This design comes from an exercise in tuning for small area on the open sky130 flow, not from production work.
Only simulation tests tie the RTL to the original design; equivalence was not proved.
Power and IR drop assume default switching activity.

--- design/flow/flow/run.sh ---
#!/bin/bash
# Layout flow: the standard flow (standard synthesis unchanged), with
#  - the port buffers made of sky130_fd_sc_hd__buf_1 instead of clkdlybuf4s50_1,
#  - a clock tree of clkbuf_8 leaf clusters of up to 12 sinks, without dummy loads.
# All tool output goes to logs in this folder (standard.log and ORFS's own logs).
export BUFFER_PORTS_ARGS="-buffer_cell sky130_fd_sc_hd__buf_1"
export CTS_ARGS="-sink_clustering_enable -repair_clock_nets -sink_clustering_size 12 -sink_clustering_max_diameter 50 -buf_list sky130_fd_sc_hd__clkbuf_8 -dont_use_dummy_load"
bash standard.sh > standard.log 2>&1
--- design/flow/standard.sh ---
#!/bin/bash
# synth_recipe.tcl (not shown) runs the flow's synth.tcl, then flattens the netlist and writes it again
# the make line also repeats each setting of config.mk as NAME=value (left out here)
make -C /OpenROAD-flow-scripts/flow DESIGN_CONFIG=/design/flow/config.mk WORK_HOME=/design/flow/orfs CLKGATE_MAP_FILE= SYNTH_SCRIPT=/design/flow/synth_recipe.tcl "${@:-finish}"
--- design/flow/config.mk ---
export PLATFORM = sky130hd
export DESIGN_NAME = ethernetController
export DESIGN_NICKNAME = ethernetController
export VERILOG_FILES = /design/flow/design.v
export SDC_FILE = /design/flow/constraint.sdc
export NUM_CORES = 4
export LEC_CHECK = 0
export CAP_MARGIN = 20
export CELL_PAD_IN_SITES_DETAIL_PLACEMENT = 1
export CELL_PAD_IN_SITES_GLOBAL_PLACEMENT = 2
export CORE_MARGIN = 2
export CORE_UTILIZATION = 40
export CTS_BUF_LIST = sky130_fd_sc_hd__clkbuf_8
export CTS_CLUSTER_DIAMETER = 50
export CTS_CLUSTER_SIZE = 12
export SLEW_MARGIN = 20
export SYNTH_HIERARCHICAL = 1
--- design/flow/constraint.sdc ---
create_clock -name core_clock -period 8.0 [get_ports {clk}]
set_input_delay 1.6000 -clock core_clock [delete_from_list [all_inputs] [get_ports {clk}]]
set_output_delay 1.6000 -clock core_clock [all_outputs]
set_load 0.01 [all_outputs]
--- design/flow/design.v ---
`timescale 1ns / 1ps
`default_nettype none
module g_aoi222(input wire a0, input wire s0, input wire a1, input wire s1, input wire a2, input wire s2, output wire y);
	assign y = ~((a0 & s0) | (a1 & s1) | (a2 & s2));
endmodule
module g_a22o(input wire a1, input wire a2, input wire b1, input wire b2, output wire y);
	assign y = (a1 & a2) | (b1 & b2);
endmodule
module g_nand2(input wire a, input wire b, output wire y);
	assign y = ~(a & b);
endmodule
module g_nand4(input wire a, input wire b, input wire c, input wire d, output wire y);
	assign y = ~(a & b & c & d);
endmodule
module g_nor3(input wire a, input wire b, input wire c, output wire y);
	assign y = ~(a | b | c);
endmodule
module g_or2(input wire a, input wire b, output wire y);
	assign y = a | b;
endmodule
module sel64(input wire [63:0] d, input wire [63:0] s, output wire y);
	wire [21:0] l;
	genvar k;
	generate for(k = 0; k < 21; k = k + 1) begin : g
		g_aoi222 u(.a0(d[3*k]), .s0(s[3*k]), .a1(d[3*k+1]), .s1(s[3*k+1]), .a2(d[3*k+2]), .s2(s[3*k+2]), .y(l[k]));
	end endgenerate
	g_nand2 u63(.a(d[63]), .b(s[63]), .y(l[21]));
	wire [5:0] p;
	g_nand4 n0(.a(l[0]), .b(l[1]), .c(l[2]), .d(l[3]), .y(p[0]));
	g_nand4 n1(.a(l[4]), .b(l[5]), .c(l[6]), .d(l[7]), .y(p[1]));
	g_nand4 n2(.a(l[8]), .b(l[9]), .c(l[10]), .d(l[11]), .y(p[2]));
	g_nand4 n3(.a(l[12]), .b(l[13]), .c(l[14]), .d(l[15]), .y(p[3]));
	g_nand4 n4(.a(l[16]), .b(l[17]), .c(l[18]), .d(l[19]), .y(p[4]));
	g_nand2 n5(.a(l[20]), .b(l[21]), .y(p[5]));
	wire q0, q1;
	g_nor3 m0(.a(p[0]), .b(p[1]), .c(p[2]), .y(q0));
	g_nor3 m1(.a(p[3]), .b(p[4]), .c(p[5]), .y(q1));
	g_nand2 f(.a(q0), .b(q1), .y(y));
endmodule
module sel16(input wire [15:0] d, input wire [15:0] s, output wire y);
	wire [5:0] l;
	genvar k;
	generate for(k = 0; k < 5; k = k + 1) begin : g
		g_aoi222 u(.a0(d[3*k]), .s0(s[3*k]), .a1(d[3*k+1]), .s1(s[3*k+1]), .a2(d[3*k+2]), .s2(s[3*k+2]), .y(l[k]));
	end endgenerate
	g_nand2 u15(.a(d[15]), .b(s[15]), .y(l[5]));
	wire p0, p1;
	g_nand4 n0(.a(l[0]), .b(l[1]), .c(l[2]), .d(l[3]), .y(p0));
	g_nand2 n1(.a(l[4]), .b(l[5]), .y(p1));
	g_or2 f(.a(p0), .b(p1), .y(y));
endmodule
`timescale 1ns / 1ps
`default_nettype none
module ethernetController #(
	parameter INMEM_USER_BYTE_WIDTH = 1,
	parameter OUTMEM_USER_BYTE_WIDTH = 1,
	parameter INMEM_USER_ADDRESS_WIDTH = 6,
	parameter OUTMEM_USER_ADDRESS_WIDTH = 6,
	parameter INMEM_USER_REGISTER = 1,
	parameter MAC_ADDRESS = 48'hAAAAAAAAAAAA
)(
	input	wire clk,
	input	wire reset,
	input	wire	[7:0]	rx_ll_data_in,
	input	wire			rx_ll_sof_in,
	input	wire			rx_ll_eof_in,
	input	wire			rx_ll_src_rdy_in,
	output	reg				rx_ll_dst_rdy_out,
	output	wire	[7:0]	tx_ll_data_out,
	output	reg				tx_ll_sof_out,
	output	reg				tx_ll_eof_out,
	output	reg				tx_ll_src_rdy_out,
	input	wire			tx_ll_dst_rdy_in,
	output	reg		[6:0]	sysACE_MPADD,
	input	wire	[15:0]	sysACE_MPDATA_in,
	output	wire	[15:0]	sysACE_MPDATA_out,
	output	wire			sysACE_MPDATA_t,
	output	wire			sysACE_MPCE,
	output	reg				sysACE_MPWE,
	output	reg				sysACE_MPOE,
	output	reg				userLogicReset,
	output	wire			userRunValue,
	input	wire			userRunClear,
	input	wire			register32CmdReq,
	output	wire			register32CmdAck,
	input	wire	[31:0]	register32WriteData,
	input	wire	[7:0]	register32Address,
	input	wire			register32WriteEn,
	output	reg				register32ReadDataValid,
	output	wire	[31:0]	register32ReadData,
	input	wire			inputMemoryReadReq,
	output	wire			inputMemoryReadAck,
	input	wire	[(INMEM_USER_ADDRESS_WIDTH - 1):0]		inputMemoryReadAdd,
	output	wire			inputMemoryReadDataValid,
	output	wire	[((INMEM_USER_BYTE_WIDTH * 8) - 1):0]	inputMemoryReadData,
	input	wire			outputMemoryWriteReq,
	output	wire			outputMemoryWriteAck,
	input	wire	[(OUTMEM_USER_ADDRESS_WIDTH - 1):0]		outputMemoryWriteAdd,
	input	wire	[((OUTMEM_USER_BYTE_WIDTH * 8) - 1):0]	outputMemoryWriteData,
	input	wire	[(OUTMEM_USER_BYTE_WIDTH - 1):0]		outputMemoryWriteByteMask
);
	localparam [15:0] MAX_PACKET_LENGTH = 16'd1486;
	localparam [4:0]
		R_IDLE = 5'd0, R_HDR = 5'd1, R_CMD = 5'd2,
		R_RD_ARGS = 5'd3, R_RD_WAIT = 5'd4,
		R_WR_ARGS = 5'd5, R_WR_DATA = 5'd6, R_WR_WAIT = 5'd7,
		R_Y_ARG = 5'd8, R_K_ARGS = 5'd9, R_REG_TX = 5'd10, R_REG_WAIT = 5'd11,
		R_C_ARG = 5'd12, R_C_WAIT = 5'd13,
		R_S_ARGS = 5'd14, R_S_WAIT = 5'd15,
		R_A_ARG = 5'd16, R_A_WAIT = 5'd17,
		R_M_WAIT = 5'd18, R_ERR = 5'd19, R_EMPTY = 5'd20;
	localparam [2:0]
		T_IDLE = 3'd0, T_RSH = 3'd1, T_RSD = 3'd2, T_TERM = 3'd3, T_INIT = 3'd4, T_WAIT = 3'd5;
	localparam [3:0]
		TY_R = 4'd0, TY_G = 4'd1, TY_W = 4'd2, TY_Y = 4'd3, TY_K = 4'd4,
		TY_C = 4'd5, TY_E = 4'd6, TY_S = 4'd7, TY_A = 4'd8, TY_M = 4'd9;
	localparam [1:0] SA_CONFIG = 2'd0, SA_WRITE = 2'd2, SA_READ = 2'd3;
	reg [4:0]	rx_state;
	reg [3:0]	rx_cnt;
	reg			rx_macok;
	reg [63:0]	rx_sl;			 
	wire [47:0]	rx_src = rx_sl[63:16];
	wire [15:0]	rx_len = rx_sl[15:0];
	reg [63:0]	rx_arg;			 
	reg [15:0]	rx_wr_hi;		 
	reg [5:0]	rx_wp;			 
	reg [4:0]	rx_err;
	reg			executeAfterReceive;
	reg			register32InternalWriteEnable;
	reg			softReset;
	reg [1:0]	ethToFifoCommand;
	reg			ethToFifoWrite;
	reg [2:0]	tx_state;
	reg [4:0]	tx_i;
	reg [3:0]	tx_type;
	reg [47:0]	tx_dest;
	reg [47:0]	tx_save_dest;
	reg [31:0]	tx_a;			 
	reg [31:0]	tx_b;			 
	reg [15:0]	tx_read_len;
	reg [5:0]	tx_max_output_address;
	reg			resetControllerClockDomain;
	reg			userRunRegisterControllerSide;
	reg			userRunRegisterUserSide;
	assign userRunValue = userRunRegisterUserSide;
	wire ctrlRun = userRunRegisterControllerSide;
	wire rxv = ~rx_ll_src_rdy_in;
	wire txIdle = (tx_state == T_IDLE);
	wire [15:0] lenMinus9 = rx_len - 16'd9;
	wire [7:0]	regAddrA = rx_arg[39:32];
	wire [31:0]	regDataA = rx_arg[31:0];
	reg [31:0]	register32InternalReadData;
	wire [31:0]	regAckValue = (regAddrA == 8'hFF) ? {31'd0, ctrlRun} : register32InternalReadData;
	wire [6:0]	retAddr;
	wire [15:0]	retData;
	wire		retEmpty;
	wire [31:0] rdDirectLen = {rx_arg[23:0], rx_ll_data_in};
	wire rdDirectSplit = rdDirectLen > (MAX_PACKET_LENGTH - 16'd5);
	wire rdWaitSplit = rx_arg[31:0] > MAX_PACKET_LENGTH;
	wire [31:0] txBytesLeftM1 = tx_b - 32'd1;
	reg txStartTerm, txStartRead, txStartG;
	reg [3:0] txStartType;
	reg [4:0] termLast;
	reg [7:0] cmdChar;
	reg [15:0] lenField;
	wire [7:0] outputMemoryInternalReadData;
	always @(posedge clk) begin
		if(resetControllerClockDomain) begin
			rx_state <= R_IDLE;
			rx_ll_dst_rdy_out <= 0;
			tx_state <= T_IDLE;
			tx_ll_sof_out <= 1;
			tx_ll_eof_out <= 1;
			tx_ll_src_rdy_out <= 1;
			register32InternalWriteEnable <= 0;
			executeAfterReceive <= 0;
			ethToFifoWrite <= 0;
			softReset <= 0;
		end
		else begin
			case(rx_state)
				R_IDLE: begin
					ethToFifoWrite <= 0;
					softReset <= 0;
					register32InternalWriteEnable <= 0;
					if(rxv && !rx_ll_sof_in) begin
						rx_state <= R_HDR;
						rx_macok <= (rx_ll_data_in == MAC_ADDRESS[47:40]);
						rx_cnt <= 12;
					end
				end
				R_HDR: begin
					if(rxv) begin
						rx_sl <= {rx_sl[55:0], rx_ll_data_in};
						rx_cnt <= rx_cnt - 1'b1;
						if(rx_cnt[3] && rx_ll_data_in != MAC_ADDRESS[47:40]) rx_macok <= 0;
						if(rx_cnt == 0) begin
							if(rx_macok) begin
								if({rx_sl[7:0], rx_ll_data_in} != 16'd0) rx_state <= R_CMD;
								else begin
									rx_state <= R_ERR;
									rx_err <= 0;
									rx_ll_dst_rdy_out <= 1;
								end
							end
							else rx_state <= R_EMPTY;
						end
					end
				end
				R_CMD: begin
					if(rxv) begin
						case(rx_ll_data_in)
							8'h72: begin	 
								if(rx_len != 9) begin rx_state <= R_ERR; rx_err <= 2; rx_ll_dst_rdy_out <= 1; end
								else if(ctrlRun) begin rx_state <= R_ERR; rx_err <= 3; rx_ll_dst_rdy_out <= 1; end
								else begin rx_state <= R_RD_ARGS; rx_cnt <= 7; end
							end
							8'h77: begin	 
								if(ctrlRun) begin rx_state <= R_ERR; rx_err <= 5; rx_ll_dst_rdy_out <= 1; end
								else begin rx_state <= R_WR_ARGS; rx_cnt <= 7; executeAfterReceive <= 0; end
							end
							8'h79: begin	 
								if(rx_len != 2) begin rx_state <= R_ERR; rx_err <= 8; rx_ll_dst_rdy_out <= 1; end
								else begin rx_state <= R_Y_ARG; rx_err <= 0; end
							end
							8'h6B: begin	 
								if(rx_len != 6) begin rx_state <= R_ERR; rx_err <= 10; rx_ll_dst_rdy_out <= 1; end
								else if(ctrlRun) begin rx_state <= R_ERR; rx_err <= 11; rx_ll_dst_rdy_out <= 1; end
								else begin rx_state <= R_K_ARGS; rx_cnt <= 4; rx_err <= 1; end
							end
							8'h67: begin	 
								if(ctrlRun) begin rx_state <= R_ERR; rx_err <= 6; rx_ll_dst_rdy_out <= 1; end
								else begin rx_state <= R_WR_ARGS; rx_cnt <= 7; executeAfterReceive <= 1; end
							end
							8'h63: begin	 
								if(rx_len != 2) begin rx_state <= R_ERR; rx_err <= 12; rx_ll_dst_rdy_out <= 1; end
								else if(ctrlRun) begin rx_state <= R_ERR; rx_err <= 13; rx_ll_dst_rdy_out <= 1; end
								else rx_state <= R_C_ARG;
							end
							8'h73: begin	 
								if(rx_len != 4) begin rx_state <= R_ERR; rx_err <= 15; rx_ll_dst_rdy_out <= 1; end
								else if(ctrlRun) begin rx_state <= R_ERR; rx_err <= 16; rx_ll_dst_rdy_out <= 1; end
								else begin rx_state <= R_S_ARGS; rx_cnt <= 2; end
							end
							8'h61: begin	 
								if(rx_len != 2) begin rx_state <= R_ERR; rx_err <= 18; rx_ll_dst_rdy_out <= 1; end
								else if(ctrlRun) begin rx_state <= R_ERR; rx_err <= 19; rx_ll_dst_rdy_out <= 1; end
								else rx_state <= R_A_ARG;
							end
							8'h6D: begin	 
								if(rx_len != 1) begin rx_state <= R_ERR; rx_err <= 21; rx_ll_dst_rdy_out <= 1; end
								else begin
									softReset <= 1;
									if(txIdle) rx_state <= R_IDLE;
									else begin rx_ll_dst_rdy_out <= 1; rx_state <= R_M_WAIT; end
								end
							end
							default: begin rx_state <= R_ERR; rx_err <= 1; rx_ll_dst_rdy_out <= 1; end
						endcase
					end
				end
				R_RD_ARGS: begin
					if(rxv) begin
						rx_cnt <= rx_cnt - 1'b1;
						rx_arg <= {rx_arg[55:0], rx_ll_data_in};
						if(rx_cnt == 0) begin
							if(txIdle) rx_state <= R_IDLE;
							else begin rx_ll_dst_rdy_out <= 1; rx_state <= R_RD_WAIT; end
						end
					end
				end
				R_RD_WAIT: begin
					if(txIdle) begin rx_state <= R_IDLE; rx_ll_dst_rdy_out <= 0; end
				end
				R_WR_ARGS: begin
					if(rxv) begin
						rx_cnt <= rx_cnt - 1'b1;
						rx_arg <= {rx_arg[55:0], rx_ll_data_in};
						rx_wr_hi <= rx_arg[23:8];
						rx_wp <= rx_arg[29:24];
						if(rx_cnt == 0) begin
							if({rx_arg[7:0], rx_ll_data_in} != lenMinus9) begin
								rx_state <= R_ERR;
								rx_err <= executeAfterReceive ? 5'd7 : 5'd4;
								rx_ll_dst_rdy_out <= 1;
							end
							else rx_state <= R_WR_DATA;
						end
					end
				end
				R_WR_DATA: begin
					if(rxv) begin
						rx_arg[31:0] <= rx_arg[31:0] - 1'b1;
						rx_wp <= rx_wp + 1'b1;
						if(rx_arg[31:0] == 32'd1) begin
							if(txIdle) begin
								if(executeAfterReceive) begin
									register32InternalWriteEnable <= 1;
									rx_arg[39:0] <= {8'hFF, 32'd1};
								end
								rx_state <= R_IDLE;
							end
							else begin rx_ll_dst_rdy_out <= 1; rx_state <= R_WR_WAIT; end
						end
					end
				end
				R_WR_WAIT: begin
					if(txIdle) begin
						if(executeAfterReceive) begin
							register32InternalWriteEnable <= 1;
							rx_arg[39:0] <= {8'hFF, 32'd1};
						end
						rx_ll_dst_rdy_out <= 0;
						rx_state <= R_IDLE;
					end
				end
				R_Y_ARG: begin
					if(rxv) begin
						rx_arg[39:32] <= rx_ll_data_in;
						if(ctrlRun && rx_ll_data_in != 8'hFF) begin rx_state <= R_ERR; rx_err <= 9; end
						else begin rx_state <= R_REG_TX; rx_cnt <= 1; end
						rx_ll_dst_rdy_out <= 1;
					end
				end
				R_K_ARGS: begin
					if(rxv) begin
						rx_cnt <= rx_cnt - 1'b1;
						rx_arg <= {rx_arg[55:0], rx_ll_data_in};
						if(rx_cnt == 0) begin
							rx_state <= R_REG_TX;
							register32InternalWriteEnable <= 1;
							rx_cnt <= 1;
							rx_ll_dst_rdy_out <= 1;
						end
					end
				end
				R_REG_TX: begin
					rx_cnt <= rx_cnt - 1'b1;
					register32InternalWriteEnable <= 0;
					if(rx_cnt == 0) begin
						if(txIdle) begin rx_ll_dst_rdy_out <= 0; rx_state <= R_IDLE; end
						else rx_state <= R_REG_WAIT;
					end
				end
				R_REG_WAIT: begin
					if(txIdle) begin rx_ll_dst_rdy_out <= 0; rx_state <= R_IDLE; end
				end
				R_C_ARG: begin
					if(rxv) begin
						if(rx_ll_data_in > 8'd7) begin rx_state <= R_ERR; rx_err <= 14; rx_ll_dst_rdy_out <= 1; end
						else begin
							ethToFifoCommand <= SA_CONFIG;
							rx_arg <= {rx_arg[55:0], rx_ll_data_in};
							if(txIdle) begin ethToFifoWrite <= 1; rx_state <= R_IDLE; end
							else begin rx_ll_dst_rdy_out <= 1; rx_state <= R_C_WAIT; end
						end
					end
				end
				R_C_WAIT: begin
					if(txIdle) begin ethToFifoWrite <= 1; rx_ll_dst_rdy_out <= 0; rx_state <= R_IDLE; end
				end
				R_S_ARGS: begin
					if(rxv) begin
						rx_cnt <= rx_cnt - 1'b1;
						rx_arg <= {rx_arg[55:0], rx_ll_data_in};
						if(rx_cnt == 0) begin
							if(rx_arg[15:8] > 8'd47) begin rx_state <= R_ERR; rx_err <= 17; rx_ll_dst_rdy_out <= 1; end
							else begin
								ethToFifoCommand <= SA_WRITE;
								if(txIdle) begin ethToFifoWrite <= 1; rx_state <= R_IDLE; end
								else begin rx_ll_dst_rdy_out <= 1; rx_state <= R_S_WAIT; end
							end
						end
					end
				end
				R_S_WAIT: begin
					if(txIdle) begin ethToFifoWrite <= 1; rx_ll_dst_rdy_out <= 0; rx_state <= R_IDLE; end
				end
				R_A_ARG: begin
					if(rxv) begin
						rx_ll_dst_rdy_out <= 1;
						if(rx_ll_data_in > 8'd47) begin rx_state <= R_ERR; rx_err <= 20; end
						else begin
							ethToFifoCommand <= SA_READ;
							rx_arg <= {rx_arg[55:0], rx_ll_data_in};
							ethToFifoWrite <= 1;
							rx_state <= R_A_WAIT;
						end
					end
				end
				R_A_WAIT: begin
					ethToFifoWrite <= 0;
					if(txIdle && !retEmpty) begin rx_ll_dst_rdy_out <= 0; rx_state <= R_IDLE; end
				end
				R_M_WAIT: begin
					if(txIdle) begin rx_ll_dst_rdy_out <= 0; rx_state <= R_IDLE; end
				end
				R_ERR: begin
					if(txIdle) begin rx_state <= R_EMPTY; rx_ll_dst_rdy_out <= 0; end
				end
				R_EMPTY: begin
					if(rxv && !rx_ll_eof_in) rx_state <= R_IDLE;
				end
				default: begin
					rx_state <= R_IDLE;
					rx_ll_dst_rdy_out <= 0;
				end
			endcase
			case(tx_state)
				T_RSH: begin
					if(!tx_ll_dst_rdy_in) begin
						tx_i <= tx_i + 1'b1;
						if(!tx_ll_sof_out) tx_ll_sof_out <= 1;
						if(tx_i == ((tx_type == TY_G) ? 5'd22 : 5'd18)) begin
							tx_state <= T_RSD;
							tx_a <= tx_a + 1'b1;
							if(tx_b == 32'd1) tx_ll_eof_out <= 0;
						end
					end
				end
				T_TERM: begin
					if(!tx_ll_dst_rdy_in) begin
						tx_i <= tx_i + 1'b1;
						if(!tx_ll_sof_out) tx_ll_sof_out <= 1;
						else if(tx_i == termLast - 1'b1) tx_ll_eof_out <= 0;
						else if(tx_i == termLast) begin
							tx_ll_eof_out <= 1;
							tx_ll_src_rdy_out <= 1;
							tx_state <= T_IDLE;
						end
					end
				end
				T_RSD: begin
					if(!tx_ll_dst_rdy_in) begin
						tx_read_len <= tx_read_len - 1'b1;
						tx_b <= txBytesLeftM1;
						if(tx_read_len != 16'd1) tx_a <= tx_a + 1'b1;
						if(tx_read_len == 16'd2) tx_ll_eof_out <= 0;
						else if(tx_read_len == 16'd1) begin
							tx_ll_eof_out <= 1;
							if(tx_b == 32'd1) begin
								tx_ll_src_rdy_out <= 1;
								tx_state <= T_IDLE;
							end
							else begin
								tx_state <= T_RSH;
								tx_i <= 0;
								tx_type <= TY_R;
								tx_dest <= tx_save_dest;
								tx_read_len <= (txBytesLeftM1 > (MAX_PACKET_LENGTH - 16'd5)) ? (MAX_PACKET_LENGTH - 16'd5) : txBytesLeftM1[15:0];
								tx_ll_sof_out <= 0;
							end
						end
					end
				end
				T_INIT: tx_state <= T_WAIT;
				T_WAIT: begin
					if(softReset) tx_state <= T_IDLE;
					if(!ctrlRun) begin
						tx_state <= T_RSH;
						tx_ll_sof_out <= 0;
						tx_ll_src_rdy_out <= 0;
						tx_b <= {25'd0, {1'b0, tx_max_output_address} + 7'd1};
						tx_read_len <= {9'd0, {1'b0, tx_max_output_address} + 7'd1};
					end
				end
				T_IDLE: ;
				default: begin
					tx_state <= T_IDLE;
					tx_ll_sof_out <= 1;
					tx_ll_eof_out <= 1;
					tx_ll_src_rdy_out <= 1;
				end
			endcase
			if(txStartTerm || txStartRead) begin
				tx_ll_sof_out <= 0;
				tx_ll_src_rdy_out <= 0;
				tx_i <= 0;
				tx_dest <= rx_src;
				tx_state <= txStartRead ? T_RSH : T_TERM;
				tx_type <= txStartType;
			end
			if(txStartG) begin
				tx_state <= T_INIT;
				tx_i <= 0;
				tx_dest <= rx_src;
				tx_save_dest <= rx_src;
				tx_type <= TY_G;
				tx_a <= 0;
			end
			if(txStartRead) begin
				if(rx_state == R_RD_ARGS) begin
					tx_a <= rx_arg[55:24];
					tx_b <= rdDirectLen;
					tx_read_len <= rdDirectSplit ? (MAX_PACKET_LENGTH - 16'd5) : rdDirectLen[15:0];
					if(rdDirectSplit) tx_save_dest <= rx_src;
				end
				else begin
					tx_a <= rx_arg[63:32];
					tx_b <= rx_arg[31:0];
					tx_read_len <= rdWaitSplit ? (MAX_PACKET_LENGTH - 16'd5) : rx_arg[15:0];
					if(rdWaitSplit) tx_save_dest <= rx_src;
				end
			end
			if(txStartTerm) begin
				case(txStartType)
					TY_W: begin tx_a <= rx_arg[63:32]; tx_b <= {rx_wr_hi, lenMinus9}; end
					TY_Y, TY_K: begin tx_a <= {regAddrA, regAckValue[31:8]}; tx_b[31:24] <= regAckValue[7:0]; end
					TY_C: tx_a[31:24] <= {5'd0, (rx_state == R_C_ARG) ? rx_ll_data_in[2:0] : rx_arg[2:0]};
					TY_S: tx_a[31:8] <= {rx_arg[15:0], rx_ll_data_in};
					TY_A: tx_a[31:8] <= {1'b0, retAddr, retData};
					TY_E: tx_a[31:24] <= {3'd0, rx_err};
					default: ;
				endcase
			end
		end
	end
	always @(*) begin
		txStartTerm = 0;
		txStartRead = 0;
		txStartG = 0;
		txStartType = TY_R;
		if(txIdle) begin
			case(rx_state)
				R_CMD: if(rxv && rx_ll_data_in == 8'h6D && rx_len == 1) begin txStartTerm = 1; txStartType = TY_M; end
				R_M_WAIT: begin txStartTerm = 1; txStartType = TY_M; end
				R_RD_ARGS: if(rxv && rx_cnt == 0) txStartRead = 1;
				R_RD_WAIT: txStartRead = 1;
				R_WR_DATA: if(rxv && rx_arg[31:0] == 32'd1) begin
					if(executeAfterReceive) txStartG = 1;
					else begin txStartTerm = 1; txStartType = TY_W; end
				end
				R_WR_WAIT: begin
					if(executeAfterReceive) txStartG = 1;
					else begin txStartTerm = 1; txStartType = TY_W; end
				end
				R_REG_TX: if(rx_cnt == 0) begin txStartTerm = 1; txStartType = rx_err[0] ? TY_K : TY_Y; end
				R_REG_WAIT: begin txStartTerm = 1; txStartType = rx_err[0] ? TY_K : TY_Y; end
				R_C_ARG: if(rxv && rx_ll_data_in <= 8'd7) begin txStartTerm = 1; txStartType = TY_C; end
				R_C_WAIT: begin txStartTerm = 1; txStartType = TY_C; end
				R_S_ARGS: if(rxv && rx_cnt == 0 && rx_arg[15:8] <= 8'd47) begin txStartTerm = 1; txStartType = TY_S; end
				R_S_WAIT: begin txStartTerm = 1; txStartType = TY_S; end
				R_A_WAIT: if(!retEmpty) begin txStartTerm = 1; txStartType = TY_A; end
				R_ERR: begin txStartTerm = 1; txStartType = TY_E; end
				default: ;
			endcase
		end
	end
	wire [15:0] readLenField = tx_read_len + ((tx_type == TY_G) ? 16'd9 : 16'd5);
	always @(*) begin
		case(tx_type)
			TY_R: begin termLast = 5'd18; cmdChar = 8'h72; lenField = readLenField; end
			TY_G: begin termLast = 5'd22; cmdChar = 8'h67; lenField = readLenField; end
			TY_W: begin termLast = 5'd22; cmdChar = 8'h77; lenField = 16'd9; end
			TY_Y: begin termLast = 5'd19; cmdChar = 8'h79; lenField = 16'd6; end
			TY_K: begin termLast = 5'd19; cmdChar = 8'h6B; lenField = 16'd6; end
			TY_C: begin termLast = 5'd15; cmdChar = 8'h63; lenField = 16'd2; end
			TY_E: begin termLast = 5'd15; cmdChar = 8'h65; lenField = 16'd2; end
			TY_S: begin termLast = 5'd17; cmdChar = 8'h73; lenField = 16'd4; end
			TY_A: begin termLast = 5'd17; cmdChar = 8'h61; lenField = 16'd4; end
			default: begin termLast = 5'd14; cmdChar = 8'h6D; lenField = 16'd1; end
		endcase
	end
	reg [7:0] hdrByte;
	always @(*) begin
		case(tx_i)
			5'd0: hdrByte = tx_dest[47:40];
			5'd1: hdrByte = tx_dest[39:32];
			5'd2: hdrByte = tx_dest[31:24];
			5'd3: hdrByte = tx_dest[23:16];
			5'd4: hdrByte = tx_dest[15:8];
			5'd5: hdrByte = tx_dest[7:0];
			5'd12: hdrByte = lenField[15:8];
			5'd13: hdrByte = lenField[7:0];
			5'd14: hdrByte = cmdChar;
			5'd15: hdrByte = tx_a[31:24];
			5'd16: hdrByte = tx_a[23:16];
			5'd17: hdrByte = tx_a[15:8];
			5'd18: hdrByte = tx_a[7:0];
			5'd19: hdrByte = tx_b[31:24];
			5'd20: hdrByte = tx_b[23:16];
			5'd21: hdrByte = tx_b[15:8];
			5'd22: hdrByte = tx_b[7:0];
			default: hdrByte = MAC_ADDRESS[7:0];
		endcase
	end
	assign tx_ll_data_out = (tx_state == T_RSD) ? (ctrlRun ? 8'd0 : outputMemoryInternalReadData) : hdrByte;
	always @(posedge clk) begin
		if((register32InternalWriteEnable && rx_state == R_IDLE) || reset)
			tx_max_output_address <= 0;
		else if(outputMemoryWriteReq && userRunRegisterUserSide && (outputMemoryWriteAdd > tx_max_output_address))
			tx_max_output_address <= outputMemoryWriteAdd;
	end
	always @(posedge clk) resetControllerClockDomain <= reset;
	reg clrHist, clrP1, clrP2;
	reg setHist, setP1, setP2;
	reg srHist, srP1, srP2;
	wire userRunRegisterSet = register32InternalWriteEnable && (regAddrA == 8'hFF) && regDataA[0];
	always @(posedge clk) begin
		if(reset) begin
			clrHist <= 0; clrP1 <= 0; clrP2 <= 0;
			setHist <= 0; setP1 <= 0; setP2 <= 0;
			srHist <= 0; srP1 <= 0; srP2 <= 0;
		end
		else begin
			clrHist <= userRunClear;
			clrP1 <= userRunClear && !clrHist;
			clrP2 <= clrP1;
			setHist <= userRunRegisterSet;
			setP1 <= userRunRegisterSet && !setHist;
			setP2 <= setP1;
			srHist <= softReset;
			srP1 <= softReset && !srHist;
			srP2 <= srP1;
		end
	end
	always @(posedge clk) begin
		if(softReset || resetControllerClockDomain) userRunRegisterControllerSide <= 0;
		else if(clrP2) userRunRegisterControllerSide <= 0;
		else if(userRunRegisterSet) userRunRegisterControllerSide <= 1;
	end
	always @(posedge clk) begin
		if(resetControllerClockDomain || srP2) begin
			userRunRegisterUserSide <= 0;
			userLogicReset <= 1;
		end
		else if(userRunClear) userRunRegisterUserSide <= 0;
		else if(setP2) userRunRegisterUserSide <= 1;
		else userLogicReset <= 0;
	end
	integer w;
	genvar gb, gw;
	reg [511:0] inMem;
	reg [7:0] inMemCoreOut;
	reg [7:0] inputMemoryExternalReadData;
	wire inMemWe = (rx_state == R_WR_DATA) && rxv && !ctrlRun;
	wire [63:0] inMemSel = 64'd1 << inputMemoryReadAdd;
	wire [7:0] inMemRd;
	generate for(gb = 0; gb < 8; gb = gb + 1) begin : inRd
		wire [63:0] col;
		for(gw = 0; gw < 64; gw = gw + 1) begin : c
			assign col[gw] = inMem[gw*8 + gb];
		end
		sel64 u(.d(col), .s(inMemSel), .y(inMemRd[gb]));
	end endgenerate
	wire [63:0] inMemWr = {64{inMemWe}} & (64'd1 << rx_wp);
	wire [63:0] inMemHold = ~inMemWr;
	wire [511:0] inMemNext;
	generate for(gw = 0; gw < 64; gw = gw + 1) begin : inWr
		for(gb = 0; gb < 8; gb = gb + 1) begin : b
			g_a22o u(.a1(inMem[gw*8 + gb]), .a2(inMemHold[gw]), .b1(rx_ll_data_in[gb]), .b2(inMemWr[gw]), .y(inMemNext[gw*8 + gb]));
		end
	end endgenerate
	always @(posedge clk) begin
		inMem <= inMemNext;
		inMemCoreOut <= inMemRd;
		inputMemoryExternalReadData <= inMemCoreOut;
	end
	reg [1:0] inputMemoryReadDataValidPipeline;
	always @(posedge clk) begin
		if(reset) inputMemoryReadDataValidPipeline <= 2'b00;
		else inputMemoryReadDataValidPipeline <= {inputMemoryReadDataValidPipeline[0], inputMemoryReadReq && userRunRegisterUserSide};
	end
	assign inputMemoryReadDataValid = inputMemoryReadDataValidPipeline[1];
	assign inputMemoryReadData = (userRunRegisterUserSide && inputMemoryReadDataValid) ? inputMemoryExternalReadData : 8'd0;
	assign inputMemoryReadAck = userRunRegisterUserSide;
	reg [511:0] outMem;
	reg [7:0] outMemDout;
	wire outMemWe = userRunRegisterUserSide && outputMemoryWriteReq && outputMemoryWriteByteMask[0];
	wire [5:0] txAddrM1 = tx_a[5:0] - 1'b1;
	wire [63:0] outMemSel = 64'd1 << (tx_ll_dst_rdy_in ? txAddrM1 : tx_a[5:0]);
	wire [7:0] outMemRd;
	generate for(gb = 0; gb < 8; gb = gb + 1) begin : outRd
		wire [63:0] col;
		for(gw = 0; gw < 64; gw = gw + 1) begin : c
			assign col[gw] = outMem[gw*8 + gb];
		end
		sel64 u(.d(col), .s(outMemSel), .y(outMemRd[gb]));
	end endgenerate
	wire [63:0] outMemWr = {64{outMemWe}} & (64'd1 << outputMemoryWriteAdd);
	wire [63:0] outMemHold = ~outMemWr;
	wire [511:0] outMemNext;
	generate for(gw = 0; gw < 64; gw = gw + 1) begin : outWr
		for(gb = 0; gb < 8; gb = gb + 1) begin : b
			g_a22o u(.a1(outMem[gw*8 + gb]), .a2(outMemHold[gw]), .b1(outputMemoryWriteData[gb]), .b2(outMemWr[gw]), .y(outMemNext[gw*8 + gb]));
		end
	end endgenerate
	always @(posedge clk) begin
		outMem <= outMemNext;
		outMemDout <= outMemRd;
	end
	assign outputMemoryInternalReadData = outMemDout;
	assign outputMemoryWriteAck = userRunRegisterUserSide;
	reg [511:0] regMemN;
	wire [511:0] regMem = ~regMemN;
	wire [511:0] regMemNext;
	reg [31:0] register32ExternalReadData;
	wire regWeA = !ctrlRun && register32InternalWriteEnable;
	wire regWeB = userRunRegisterUserSide && register32CmdReq && register32WriteEn;
	wire [15:0] regSelA = 16'd1 << regAddrA[3:0];
	wire [15:0] regSelB = 16'd1 << register32Address[3:0];
	wire [15:0] regWrB = {16{regWeB}} & regSelB;
	wire [15:0] regWrA = {16{regWeA}} & regSelA & ~regWrB;
	wire [15:0] regHold = ~(regWrA | regWrB);
	wire [31:0] regRdA, regRdB;
	generate for(gb = 0; gb < 32; gb = gb + 1) begin : regRd
		wire [15:0] col;
		for(gw = 0; gw < 16; gw = gw + 1) begin : c
			assign col[gw] = regMem[gw*32 + gb];
			g_aoi222 nx(.a0(regMem[gw*32 + gb]), .s0(regHold[gw]), .a1(regDataA[gb]), .s1(regWrA[gw]),
				.a2(register32WriteData[gb]), .s2(regWrB[gw]), .y(regMemNext[gw*32 + gb]));
		end
		sel16 ua(.d(col), .s(regSelA), .y(regRdA[gb]));
		sel16 ub(.d(col), .s(regSelB), .y(regRdB[gb]));
	end endgenerate
	always @(posedge clk) begin
		regMemN <= regMemNext;
		register32InternalReadData <= regWeA ? regDataA : regRdA;
		register32ExternalReadData <= regRdB;
	end
	assign register32ReadData = (userRunRegisterUserSide && register32ReadDataValid) ? register32ExternalReadData : 32'd0;
	assign register32CmdAck = userRunRegisterUserSide;
	always @(posedge clk) begin
		if(reset) register32ReadDataValid <= 0;
		else register32ReadDataValid <= userRunRegisterUserSide && register32CmdReq && !register32WriteEn;
	end
	reg [15:0] sysACE_MPDATA_In;
	assign sysACE_MPDATA_out = sysACE_MPDATA_In;
	assign sysACE_MPCE = 0;
	assign sysACE_MPDATA_t = ~sysACE_MPOE;
	reg cmdValid;
	always @(posedge clk) cmdValid <= !reset && ethToFifoWrite;
	wire [1:0] fifoCmd = ethToFifoCommand;
	reg [22:0] ret0, ret1;
	reg [1:0] retCount;
	reg sysACEToFifoWrite;
	wire retPop = (rx_state == R_A_WAIT) && txIdle && !retEmpty;
	assign retEmpty = (retCount == 2'd0);
	assign retAddr = ret0[22:16];
	assign retData = ret0[15:0];
	always @(posedge clk) begin
		if(reset) retCount <= 0;
		else begin
			if(retPop) ret0 <= ret1;
			if(sysACEToFifoWrite) begin
				if(retCount == 2'd0 || (retCount == 2'd1 && retPop)) ret0 <= {sysACE_MPADD, sysACE_MPDATA_in};
				else ret1 <= {sysACE_MPADD, sysACE_MPDATA_in};
			end
			retCount <= retCount + {1'b0, sysACEToFifoWrite} - {1'b0, retPop};
		end
	end
	localparam [1:0] SA_IDLE = 2'd0, SA_PCF = 2'd1, SA_PWR = 2'd2, SA_PRD = 2'd3;
	reg [1:0] sysACE_state;
	reg [1:0] sysACECounter;
	always @(posedge clk) begin
		if(reset) begin
			sysACE_MPADD <= 0;
			sysACE_MPWE <= 0;
			sysACE_MPDATA_In <= 16'd1;
			sysACE_MPOE <= 1;
			sysACE_state <= SA_IDLE;
			sysACEToFifoWrite <= 0;
		end
		else begin
			case(sysACE_state)
				SA_IDLE: begin
					sysACE_MPWE <= 1;
					sysACE_MPOE <= 1;
					sysACEToFifoWrite <= 0;
					if(cmdValid) begin
						if(fifoCmd == SA_CONFIG) begin
							sysACE_MPADD <= 7'h18;
							sysACE_MPDATA_In <= {rx_arg[2:0], 13'h00BF};
							sysACE_MPWE <= 0;
							sysACECounter <= 2;
							sysACE_state <= SA_PCF;
						end
						else if(fifoCmd == SA_WRITE) begin
							sysACE_MPADD <= rx_arg[22:16];
							sysACE_MPDATA_In <= rx_arg[15:0];
							sysACE_MPWE <= 0;
							sysACE_state <= SA_PWR;
						end
						else if(fifoCmd == SA_READ) begin
							sysACE_MPADD <= rx_arg[6:0];
							sysACE_MPOE <= 0;
							sysACE_state <= SA_PRD;
						end
					end
				end
				SA_PCF: begin
					sysACECounter <= sysACECounter - 1'b1;
					sysACE_MPWE <= ~sysACE_MPWE;
					if(sysACECounter == 2) sysACE_MPDATA_In <= {rx_arg[2:0], 13'h003C};
					if(sysACECounter == 0) sysACE_state <= SA_IDLE;
				end
				SA_PWR: begin
					sysACE_state <= SA_IDLE;
					sysACE_MPWE <= 1;
				end
				SA_PRD: begin
					sysACEToFifoWrite <= 1;
					sysACE_state <= SA_IDLE;
				end
			endcase
		end
	end
endmodule
==> run_results.csv, run 1 <==
group,metric,value,unit
place,io_buffers,176,
grt,grtUsageTotal,34.7,%
route,wl_per_cell,34.9,microns
final_layout,stdcell_count,11900,
min_path,min_path_type,"flip-flop to flip-flop",
clocking,cts_setup_buffers,0,
die,rows,173,
power_and_ir_drop,peakVddDrop,0.168,mV
timing,fin_crit_sh,80.1,%
clocking,insertion_delay,1.07,ns
clocking,clk_pin_slew_worst_paths,0.08,ns
logic_synthesis,synth_cell_types,94,
final_layout,nets,9070,
route,num_vias,83300,
power_and_ir_drop,p_per_area,224,nW/um^2
route,wirelength,416000,microns
clocking,post_cts_resize_count,0,
critical_path,worstPathRequired,6.40,ns
timing,relSlewSlack,19.4,%
place,dp_cells,11600,
critical_path,cp_slowest_cell,"edfxtp_1",
power_and_ir_drop,clockPowerShare,31.7,%
timing,drv_slew,0,
critical_path,path_cells,"inv_1 > ha_1 > a221o_1 > a2111oi_0 > o2111ai_1 > a21oi_1 > o21ai_0 > buf_1",
timing,fin_setup_tns,0,ns
timing,worst_slew_pin_slew,1.20,ns
die,die_y,478,microns
logic_synthesis,synth_edf_count,395,
logic_synthesis,synthArstFlopShare,0,%
clocking,clock-sinks,2088,
route,firstDrtPassIters,13,
clocking,tritoncts,"built",
power_and_ir_drop,seqPwrFrac,52.1,%
critical_path,max_stage_delay,0.88,ns
final_layout,n_fill_cell,24300,
clocking,h-tree-depth,5,
place,dp_hpwl,264000,microns
critical_path,crit_path_max_fanout,19,
critical_path,arrival,4.81,ns
place,place_congestion,0.898,
die,fp.coreArea,223000,sq um
die,fp.dieArea,228000,sq um
die,start_util,40.3,%
grt,overflow,0,
route,first_iter_violations,14000,
die,io_pins,182,
power_and_ir_drop,p_int,15.3,mW
power_and_ir_drop,power_leakage,39.7,nW
final_layout,area_delta_synth_final,10.6,%
timing,fmax,0.156,GHz
logic_synthesis,syn_inst,8547,
logic_synthesis,ys_warn_count,7,
logic_synthesis,synth_area,89800,sq um
final_layout,drive_gt1_share,9.37,%
route,antenna_left,0,
critical_path,endpoint_kind,"output pin",
power_and_ir_drop,pwr-share-comb,16.2,%
run_status,outcome,"no timing/DRC/antenna violations",
timing,clock_skew,0.111,ns
clocking,cts_buffers,283,
grt,grt_antenna_before_repair,28,
logic_synthesis,ys.flop_type,"dfxtp_1",
power_and_ir_drop,switching_share,31.4,%
critical_path,cp-start-kind,"flip-flop",
clocking,cts_buffer_depth,4,
route,drc,0,
flow_run,cap_violations,0,
grt,grt_pass1_wl,589000,microns
critical_path,path_class,"flip-flop to output pin",
clocking,ctsHoldBuffers,0,
clocking,cts_root_buf,"clkbuf_8",
logic_synthesis,synth_fp_nets,8693,
logic_synthesis,syn_avg_cell_area,10.5,sq um
timing,final-setup-viol-count,0,
logic_synthesis,ys_seq_area_share,51.0,%
route,vias_per_cell,6.99,
grt,grt_pass1_vias,81600,
die,die_w,478,microns
timing,fin_crit,6.41,ns
grt,grt_max_degree,67,
logic_synthesis,ys_seq_elements,2088,
timing,rsz0062_at_grt,"false",
timing,hold_violations,0,
power_and_ir_drop,switchingPower,6.98,mW
==> kinds of logic after synthesis <==
kind of cell | share of synthesized area, %
fa+ha+maj | 0.719
other cells | 0.00418
xor+xnor | 1.56
compound gates | 28.8
simple gates | 11.2
flops | 51.0
buf+inv | 4.29
mux | 2.49
==> path summary, 6_finish.rpt <==
kind | start | endpoint | slack [ns] | cells after the start
setup / recovery | tx_i[4] | tx_ll_data_out[6] | 1.59 | 8
setup reg to reg | rx_arg[18] | tx_i[2] | 2.54 | 9
hold reg to reg | inMemCoreOut[6] | inputMemoryExternalReadData[6] | 0.34 | 0
hold / removal | inMemCoreOut[6] | inputMemoryExternalReadData[6] | 0.34 | 0
==> per-module statistics from Yosys (local to each module, per instance), a selection <==
module              cells inside  flops+latches  cell area [sq um]  times used
g_a22o                         1              0               8.76        1024
g_nand4                        1              0               6.26         144
ethernetController          5939           2088              66800           1
g_nor3                         1              0               10.0          32
g_nand2                        1              0               3.75         176
g_or2                          1              0               6.26          64
==> critical path: cells and delay by family (launching register included) <==
kind / cells / cell delay (ns)
flip-flops: 1 / 0.88
AO/OA/AOI/OAI: 5 / 2.11
adder cells (fa/ha/maj): 1 / 0.42
buffers and inverters: 2 / 0.36
==> layout by cell type, fill, tap and decap left out, types with 177 or more instances in the layout <==
cell,instances
a22o_1,1048
inv_1,699
clkbuf_8,283
nand2_1,727
nand4_1,177
a222oi_1,1173
o21ai_0,216
buf_4,212
nor2_1,373
edfxtp_1,395
dfxtp_1,1691
==> through the flow <==
step / setup WS (ns) / cell area, sq um / util, % / power, mW / hold WS (ns)
after floorplan: 1.04 / 89800 / - / 13.6 / 0.310
after global placement: 2.23 / 95300 / 42.8 / 15.2 / 0.319
after detailed placement: 2.19 / 95400 / 42.8 / 15.3 / 0.320
after CTS: 1.53 / 99300 / 44.6 / 22.3 / 0.340
after global routing: 1.40 / 99300 / 44.6 / 23.0 / 0.342
final: 1.59 / 99300 / 44.6 / 22.2 / 0.336
==> synth_stat cells (all sizes together), types with 41 or more instances <==
library cell,n,area (sq um)
nor2b,55,344
nand4,177,1110
buf,54,290
or2,86,538
nor4,49,322
nand3,110,551
nand2b,50,313
a22o,1048,9180
nor2,436,1640
xnor2,98,858
a221oi,41,359
clkbuf,244,918
mux2i,75,751
mux2,132,1490
a22oi,44,330
dfxtp,1693,33900
nor3,169,1010
xor2,54,473
a211oi,44,330
and3,76,475
a21oi,154,782
edfxtp,395,11900
o21ai,218,1100
nand2,728,2730
a222oi,1173,11700
inv,701,2630
ha,50,626
==> layer usage <==
| layer | track usage (%) | vias up | part of all wire (%) |
|---|---|---|---|
| met5 | 0 | - | 0.026 |
| met4 | 15.2 | 16 | 4.7 |
| met3 | 6.61 | 1020 | 9.1 |
| met2 | 54.4 | 4609 | 45 |
| met1 | 46.3 | 42400 | 41 |
| li1 | - | 35300 | - |
==> state kept, by name, indices dropped and copies added, names as in the netlist, 48 cells and up <==
signal        flops
inMem           512
tx_save_dest     48
outMem          512
rx_arg           64
tx_dest          48
regMemN         512
rx_sl            64
==> layout make-up <==
cell class                 count  area [sq um]  share of cell area, %
sequential                  2088         45800                   46.1
multi-input combinational   5456         40900                   41.2
clock buffer                 283          3890                   3.92
tap                         2975          3720                   3.75
inverter                     705          2650                   2.67
timing repair buffer         390          2330                   2.34
antenna                       18          45.0                 0.0453
==> power by group through the flow <==
stage	combinational [mW]	sequential [mW]	clock, mW
final	3.60	11.6	7.06
after detailed placement	3.51	11.8	0
after CTS	3.52	11.6	7.22
after global routing	3.79	11.6	7.57
after floorplan	1.98	11.6	0
after global placement	3.45	11.8	0
==> run 2, diff against run 1 <==
==> design/flow/flow/run.sh (replaced) <==
#!/bin/bash
# Layout flow: the standard flow (standard synthesis unchanged), with
#  - the port buffers made of sky130_fd_sc_hd__buf_1 instead of clkdlybuf4s50_1,
#  - a clock tree of clkbuf_8 leaf clusters of up to 12 sinks within 80 um, without dummy loads.
# All tool output goes to logs in this folder (standard.log and ORFS's own logs).
export BUFFER_PORTS_ARGS="-buffer_cell sky130_fd_sc_hd__buf_1"
export CTS_ARGS="-sink_clustering_enable -repair_clock_nets -sink_clustering_size 12 -sink_clustering_max_diameter 80 -buf_list sky130_fd_sc_hd__clkbuf_8 -dont_use_dummy_load"
bash standard.sh > standard.log 2>&1
--- a/design/flow/config.mk
+++ b/design/flow/config.mk
@@ -12,5 +12,5 @@
 export CORE_UTILIZATION = 40
 export CTS_BUF_LIST = sky130_fd_sc_hd__clkbuf_8
-export CTS_CLUSTER_DIAMETER = 50
+export CTS_CLUSTER_DIAMETER = 80
 export CTS_CLUSTER_SIZE = 12
 export SLEW_MARGIN = 20
==> run 2 against run 1 <==
Effect of this change:
- sequential power about the same
- global-route usage decreased by 0.11 points
- worst setup slack improved by 0.047 ns
- routed wire length decreased by 0.32%
- clock power decreased by 17%
- maximum frequency increased by 0.73%
- die area unchanged
- final area decreased by 1.2%
- sequential share of layout area increased by 0.56 points
- non-clock buffer count unchanged
==> run_results.csv, run 2 <==
group,metric,value,unit
clocking,ctsHoldBuffers,0,
power_and_ir_drop,power_leakage,39.1,nW
final_layout,layout_common_cells,"dfxtp_1 (1691), a222oi_1 (1173), a22o_1 (1048)",
grt,grt_pass1_vias,80800,
grt,overflow,0,
place,io_buffers,176,
min_path,min_path_type,"flip-flop to flip-flop",
timing,fin_crit,6.36,ns
die,die_y,478,microns
timing,fin_setup_tns,0,ns
logic_synthesis,yosysMostFrequentCell,"dfxtp_1",
logic_synthesis,synthArstFlopShare,0,%
logic_synthesis,ys_top_cells_by_count,"dfxtp_1 (1693), a222oi_1 (1173), a22o_1 (1048), nand2_1 (728), inv_1 (701)",
min_path,hold_path_depth,0,
logic_synthesis,synth_fa_ha_area_share,0.719,%
final_layout,layout_commonest_cell,"dfxtp_1",
grt,grt_pass1_wl,587000,microns
critical_path,endpoint_kind,"output pin",
clocking,tritoncts,"built",
logic_synthesis,synthSimpleGateAreaFrac,11.2,%
timing,final-setup-viol-count,0,
logic_synthesis,synthMuxAreaShare,2.49,%
final_layout,area_delta_synth_final,9.31,%
die,die_w,478,microns
route,firstDrtPassIters,13,
timing,clock_skew,0.105,ns
clocking,post_cts_resize_count,0,
route,wirelength,415000,microns
timing,fmax,0.157,GHz
final_layout,n_fill_cell,24400,
logic_synthesis,syn_inst,8547,
critical_path,cp.depth,8,
die,fp.coreArea,223000,sq um
place,place_congestion,0.898,
clocking,h-tree-depth,4,
critical_path,cp_slowest_cell,"edfxtp_1",
final_layout,final_area,98100,sq um
critical_path,arrival,4.76,ns
logic_synthesis,ys_seq_area_share,51.0,%
run_status,outcome,"no timing/DRC/antenna violations",
timing,drv_slew,0,
route,vias_per_cell,6.98,
timing,relSlewSlack,19.7,%
critical_path,path_class,"flip-flop to output pin",
flow_run,cap_violations,0,
logic_synthesis,synth_compound_area_share,28.8,%
timing,rsz0062_at_grt,"false",
clocking,cts_buffer_depth,3,
grt,grt_antenna_before_repair,31,
critical_path,max_stage_delay,0.90,ns
final_layout,top_regs,"inMem: 512 flops, outMem: 512 flops, regMemN: 512 flops",
route,num_vias,82600,
timing,worst_slew_pin_slew,1.20,ns
critical_path,worstPathRequired,6.40,ns
route,first_iter_violations,13800,
critical_path,path_buf_inv,2,
logic_synthesis,synth-xor-area-share,1.56,%
logic_synthesis,synth.top_cell.area_share,37.8,%
critical_path,path_cells,"inv_1 > ha_1 > a221o_1 > a2111oi_0 > o2111ai_1 > a21oi_1 > o21ai_0 > buf_1",
logic_synthesis,synth_top_family_by_area,"compound AO/OA/AOI/OAI gates",
grt,grtUsageTotal,34.6,%
power_and_ir_drop,p_per_area,214,nW/um^2
logic_synthesis,synth_area,89800,sq um
grt,grt_max_degree,67,
die,rows,173,
logic_synthesis,ys_seq_elements,2088,
place,dp_hpwl,264000,microns
logic_synthesis,synth_edf_count,395,
logic_synthesis,syn_avg_cell_area,10.5,sq um
clocking,clk_pin_slew_worst_paths,0.08,ns
timing,fin_crit_sh,79.5,%
final_layout,drive_gt1_share,8.47,%
die,io_pins,182,
place,placed_area,95400,sq um
critical_path,reg2regPathDepth,9,
critical_path,cp-start-kind,"flip-flop",
logic_synthesis,synth_fp_nets,8693,
die,start_util,40.3,%
clocking,insertion_delay,1.04,ns
logic_synthesis,synth_cell_types,94,
timing,hold_violations,0,
logic_synthesis,synth_area_leaders,"dfxtp_1 (38%), edfxtp_1 (13%), a222oi_1 (13%)",
route,drc,0,
critical_path,cpLargestDelayFamily,"compound AO/OA/AOI/OAI gates",
power_and_ir_drop,peakVddDrop,0.166,mV
route,wl_per_cell,35.0,microns
die,fp.dieArea,228000,sq um
clocking,cts_buffers,195,
final_layout,nets,8982,
clocking,cts_setup_buffers,0,
clocking,cts_root_buf,"clkbuf_8",
route,antenna_left,0,
critical_path,crit_path_max_fanout,19,
logic_synthesis,ys_warn_count,7,
clocking,clock-sinks,2088,
logic_synthesis,ys.flop_type,"dfxtp_1",
logic_synthesis,yosys.area.top_type,"dfxtp_1",
## run 2: worst reg2reg max path: cells and delay by family (launching register included)
kind / cells / cell delay, ns
DFF: 1 / 0.85
muxes: 1 / 0.53
buffers and inverters: 1 / 0.64
AOI/OAI and AO/OA: 2 / 0.50
and+or+nand+nor: 5 / 2.73
## run 2: path summary, 6_finish.rpt
kind | start | end | slack (ns)
max | tx_i[4] | tx_ll_data_out[6] | 1.64
max reg2reg | rx_arg[18] | tx_dest[23] | 2.51
min | inMemCoreOut[3] | inputMemoryExternalReadData[3] | 0.34
min reg2reg | inMemCoreOut[3] | inputMemoryExternalReadData[3] | 0.34
## run 2: report_power, final
part	internal (mW)	leakage, nW	switching (mW)
combinational	0.973	20.4	2.63
sequential	11.1	17.3	0.440
clock	2.16	1.40	3.70
total	14.3	39.1	6.76
## run 2: cell type report
| class | count | area, sq um | share of cell area (%) |
|---|---|---|---|
| Tap cell | 2975 | 3720 | 3.79 |
| Multi-Input combinational cell | 5456 | 40900 | 41.7 |
| Sequential cell | 2088 | 45800 | 46.6 |
| Antenna cell | 22 | 55.1 | 0.0561 |
| Timing Repair Buffer | 390 | 2330 | 2.37 |
| Inverter | 705 | 2650 | 2.70 |
| Clock buffer | 195 | 2680 | 2.73 |
## run 2: through the flow
step / setup WS [ns] / cells / utilization [%] / hold WS (ns) / power [mW]
CTS: 1.62 / 11800 / 44.0 / 0.341 / 21.1
global placement: 2.23 / 11600 / 42.8 / 0.319 / 15.2
global route: 1.47 / 11800 / 44.0 / 0.350 / 21.7
finish: 1.64 / 11800 / 44.1 / 0.337 / 21.0
floorplan: 1.04 / 8547 / - / 0.310 / 13.6
detailed placement: 2.19 / 11600 / 42.8 / 0.320 / 15.3
## run 2: kinds of logic after synthesis
| kind of cell | Yosys count |
|---|---|
| flip-flops | 2088 |
| adder cells (fa/ha/maj) | 52 |
| AND/OR/NAND/NOR | 2068 |
| XOR/XNOR | 155 |
| other | 1 |
| AO/OA/AOI/OAI | 2973 |
| multiplexers | 207 |
| buffers and inverters | 1003 |
## run 2: routing by layer
| layer | global-route usage [%] | vias to the layer above | share of wire (%) |
|---|---|---|---|
| met1 | 46.1 | 42300 | 42 |
| met2 | 54.2 | 4312 | 45 |
| li1 | - | 35100 | - |
| met3 | 6.95 | 918 | 8.9 |
| met4 | 14.9 | 20 | 4.5 |
| met5 | 0 | - | 0.033 |
## run 2: modules after synthesis (local to each module, per instance), a selection
module              flip-flops and latches  cell area (sq um)  cells
ethernetController                    2088              66800   5939
g_a22o                                   0               8.76      1
g_aoi222                                 0               10.0      1
g_nand2                                  0               3.75      1
g_nand4                                  0               6.26      1
g_nor3                                   0               10.0      1
g_or2                                    0               6.26      1
==> run 3, diff against run 2 <==
==> design/flow/flow/run.sh (replaced) <==
#!/bin/bash
# Layout flow: the standard flow (standard synthesis unchanged), with
#  - the port buffers made of sky130_fd_sc_hd__buf_1 instead of clkdlybuf4s50_1,
#  - a clock tree of clkbuf_8 leaf clusters of up to 16 sinks within 70 um, without dummy loads.
# All tool output goes to logs in this folder (standard.log and ORFS's own logs).
export BUFFER_PORTS_ARGS="-buffer_cell sky130_fd_sc_hd__buf_1"
export CTS_ARGS="-sink_clustering_enable -repair_clock_nets -sink_clustering_size 16 -sink_clustering_max_diameter 70 -buf_list sky130_fd_sc_hd__clkbuf_8 -dont_use_dummy_load"
bash standard.sh > standard.log 2>&1
--- a/design/flow/config.mk
+++ b/design/flow/config.mk
@@ -12,6 +12,6 @@
 export CORE_UTILIZATION = 40
 export CTS_BUF_LIST = sky130_fd_sc_hd__clkbuf_8
-export CTS_CLUSTER_DIAMETER = 80
-export CTS_CLUSTER_SIZE = 12
+export CTS_CLUSTER_DIAMETER = 70
+export CTS_CLUSTER_SIZE = 16
 export SLEW_MARGIN = 20
 export SYNTH_HIERARCHICAL = 1
==> run 3 against run 2 <==
Effect of this change:
- hold slack improved by 0.0062 ns
- highest routed layer unchanged
- critical path type unchanged
- non-clock buffer count unchanged
- die area is the same
==> run_results.csv, run 3 <==
group,metric,value,unit
power_and_ir_drop,switchingPower,6.66,mW
critical_path,cp-start-kind,"flip-flop",
clocking,h-tree-depth,4,
critical_path,arrival,4.80,ns
logic_synthesis,ys_seq_elements,2088,
power_and_ir_drop,switching_share,32.3,%
final_layout,final_area,97800,sq um
route,wl_per_cell,35.0,microns
logic_synthesis,synth_cell_types,94,
run_status,outcome,"no timing/DRC/antenna violations",
power_and_ir_drop,p_int,14.0,mW
power_and_ir_drop,power_leakage,38.9,nW
grt,overflow,0,
power_and_ir_drop,peakVddDrop,0.196,mV
power_and_ir_drop,clockPowerShare,26.5,%
timing,fmax,0.156,GHz
route,firstDrtPassIters,14,
logic_synthesis,syn_avg_cell_area,10.5,sq um
logic_synthesis,synthArstFlopShare,0,%
timing,fin_crit,6.40,ns
final_layout,layout_commonest_cell,"dfxtp_1",
final_layout,drive_gt1_share,8.19,%
logic_synthesis,ys_top_cells_by_count,"dfxtp_1 (1693), a222oi_1 (1173), a22o_1 (1048), nand2_1 (728), inv_1 (701)",
logic_synthesis,yosys.area.top_type,"dfxtp_1",
timing,worst_slew_pin_slew,1.20,ns
timing,fin_setup_tns,0,ns
logic_synthesis,yosysMostFrequentCell,"dfxtp_1",
die,fp.coreArea,223000,sq um
critical_path,endpoint_kind,"output pin",
critical_path,worstPathRequired,6.40,ns
critical_path,path_class,"flip-flop to output pin",
critical_path,cp_slowest_cell,"edfxtp_1",
logic_synthesis,synth_fp_nets,8693,
timing,clock_skew,0.119,ns
logic_synthesis,ys.flop_type,"dfxtp_1",
route,drc,0,
place,dp_hpwl,264000,microns
die,die_w,478,microns
place,pre_cts_slack,2.19,ns
die,fp.dieArea,228000,sq um
die,die_y,478,microns
die,io_pins,182,
critical_path,cpLargestDelayFamily,"compound AO/OA/AOI/OAI gates",
power_and_ir_drop,pwr-share-comb,17.4,%
power_and_ir_drop,seqPwrFrac,56.1,%
timing,final.setup.worst_slack,1.60,ns
final_layout,area_delta_synth_final,8.90,%
route,vias_per_cell,6.98,
grt,grt_antenna_before_repair,27,
clocking,insertion_delay,1.01,ns
timing,fin_crit_sh,80.0,%
clocking,cts_setup_buffers,0,
logic_synthesis,synth.top_cell.area_share,37.8,%
clocking,clk_pin_slew_worst_paths,0.10,ns
route,num_vias,82400,
route,antenna_left,0,
timing,drv_slew,0,
place,io_buffers,176,
route,wirelength,413000,microns
clocking,tritoncts,"built",
route,first_iter_violations,14000,
clocking,clock-sinks,2088,
final_layout,stdcell_count,11800,
clocking,cts_buffer_depth,3,
clocking,ctsHoldBuffers,0,
logic_synthesis,ys_seq_area_share,51.0,%
min_path,min_path_type,"flip-flop to flip-flop",
final_layout,layout_common_cells,"dfxtp_1 (1691), a222oi_1 (1173), a22o_1 (1048)",
place,place_congestion,0.898,
flow_run,cap_violations,0,
critical_path,max_stage_delay,0.91,ns
critical_path,crit_path_max_fanout,19,
logic_synthesis,syn_inst,8547,
clocking,cts_buffers,168,
place,placed_area,95400,sq um
die,rows,173,
critical_path,path_buf_inv,2,
logic_synthesis,synth_edf_count,395,
timing,whs,0.343,ns
grt,grt_pass1_wl,586000,microns
clocking,post_cts_resize_count,0,
power_and_ir_drop,p_per_area,211,nW/um^2
timing,rsz0062_at_grt,"false",
grt,grtUsageTotal,34.5,%
timing,relSlewSlack,17.9,%
timing,hold_violations,0,
logic_synthesis,ys_warn_count,7,
die,start_util,40.3,%
logic_synthesis,synth_area_leaders,"dfxtp_1 (38%), edfxtp_1 (13%), a222oi_1 (13%)",
critical_path,path_cells,"inv_1 > ha_1 > a221o_1 > a2111oi_0 > o2111ai_1 > a21oi_1 > o21ai_0 > buf_1",
grt,grt_max_degree,67,
place,dp_cells,11600,
grt,grt_pass1_vias,80700,
final_layout,top_regs,"inMem: 512 flops, outMem: 512 flops, regMemN: 512 flops",
timing,final-setup-viol-count,0,
clocking,cts_root_buf,"clkbuf_8",
final_layout,nets,8955,
logic_synthesis,synth_area,89800,sq um
run 3: path summary, 6_finish.rpt:
check | cells past startpoint | slack (ns) | end | from
setup / recovery | 8 | 1.60 | tx_ll_data_out[6] | tx_i[4]
setup reg to reg | 9 | 2.55 | tx_i[2] | rx_arg[18]
hold reg to reg | 0 | 0.34 | inputMemoryExternalReadData[6] | inMemCoreOut[6]
hold / removal | 0 | 0.34 | inputMemoryExternalReadData[6] | inMemCoreOut[6]
run 3: metal layers:
metal | up-vias | track usage [%] | part of all wire (%)
met5 | - | 0 | 0.018
met4 | 12 | 14.8 | 4.6
met3 | 933 | 6.53 | 8.8
met2 | 4383 | 54.1 | 45
met1 | 42100 | 46.2 | 42
li1 | 35000 | - | -
run 3: cell type report:
type                            instances  area, sq um
Tap cell                             2975         3720
Fill cell                           24400       125000
Clock buffer                          168         2310
Inverter                              705         2650
Timing Repair Buffer                  390         2330
Multi-Input combinational cell       5456        40900
Sequential cell                      2088        45800
Antenna cell                           21         52.6
run 3: cells by family after synthesis:
group | count (synthesis) | synth area share, %
compound gates | 2973 | 28.8
xor+xnor | 155 | 1.56
fa+ha+maj | 52 | 0.719
buf+inv | 1003 | 4.29
flops | 2088 | 51.0
mux | 207 | 2.49
other cells | 1 | 0.00418
simple gates | 2068 | 11.2
run 3: power by group through the flow:
stage,sequential [mW],combinational [mW],clock [mW]
2_1_floorplan,11.6,1.98,0
3_3_place_gp,11.8,3.45,0
3_5_place_dp,11.8,3.51,0
4_1_cts,11.6,3.52,5.60
5_1_grt,11.6,3.79,5.94
6_report,11.6,3.60,5.47
run 3: per-stage QoR:
stage	total power [mW]	util [%]
2_1_floorplan	13.6	-
6_report	20.6	43.9
3_3_place_gp	15.2	42.8
5_1_grt	21.3	43.9
3_5_place_dp	15.3	42.8
4_1_cts	20.7	43.9
run 3: modules after synthesis, one instance, submodules excluded, excerpt:
module              cell area, sq um  cells  copies in the design  flops+latches
ethernetController             66800   5939                     1           2088
g_nor3                          10.0      1                    32              0
g_aoi222                        10.0      1                  1168              0
g_a22o                          8.76      1                  1024              0
g_or2                           6.26      1                    64              0
g_nand4                         6.26      1                   144              0
run 3: worst register-to-register path, cell delays in order (launching register included):
cell and delay, ns:
edfxtp_1 0.83, or3_1 0.64, or4_1 0.71, or3_4 0.51, o21ai_0 0.36, and2_1 0.58, nor2_4 0.27, o21ai_4 0.17
buf_4 0.64, o221a_2 0.42

[separate check: timing with driven ports]
The results above use ideal ports. As a check the final layouts listed here were re-extracted and re-timed, cells and wires unchanged. Step 1: set_driving_cell puts a clkbuf_16 on clk and a buf_2 on each other input, an assumption about the parent block. Step 2 moves the port delays by t, midway between the first and last clock arrival at a register: inputs arrive t later, outputs are due t later. That takes back most of the time a late clock gives input paths. a / b / c = no drivers / after step 1 / after step 2; a / b = the first two.
run	t (ns)	setup WS [ns]	worst hold slack (ns)	latest minus earliest clock arrival (ns)	pins driven straight from the clock port
run 1	1.107	1.593 / 1.504 / 2.170	0.336 / 0.336 / 0.336	0.124 / 0.123	1
run 2	1.071	1.639 / 1.549 / 2.109	0.337 / 0.337 / 0.337	0.115 / 0.115	1
run 3	1.040	1.599 / 1.496 / 2.176	0.343 / 0.343 / 0.343	0.141 / 0.141	1
After both steps setup and hold are still met in every run listed.
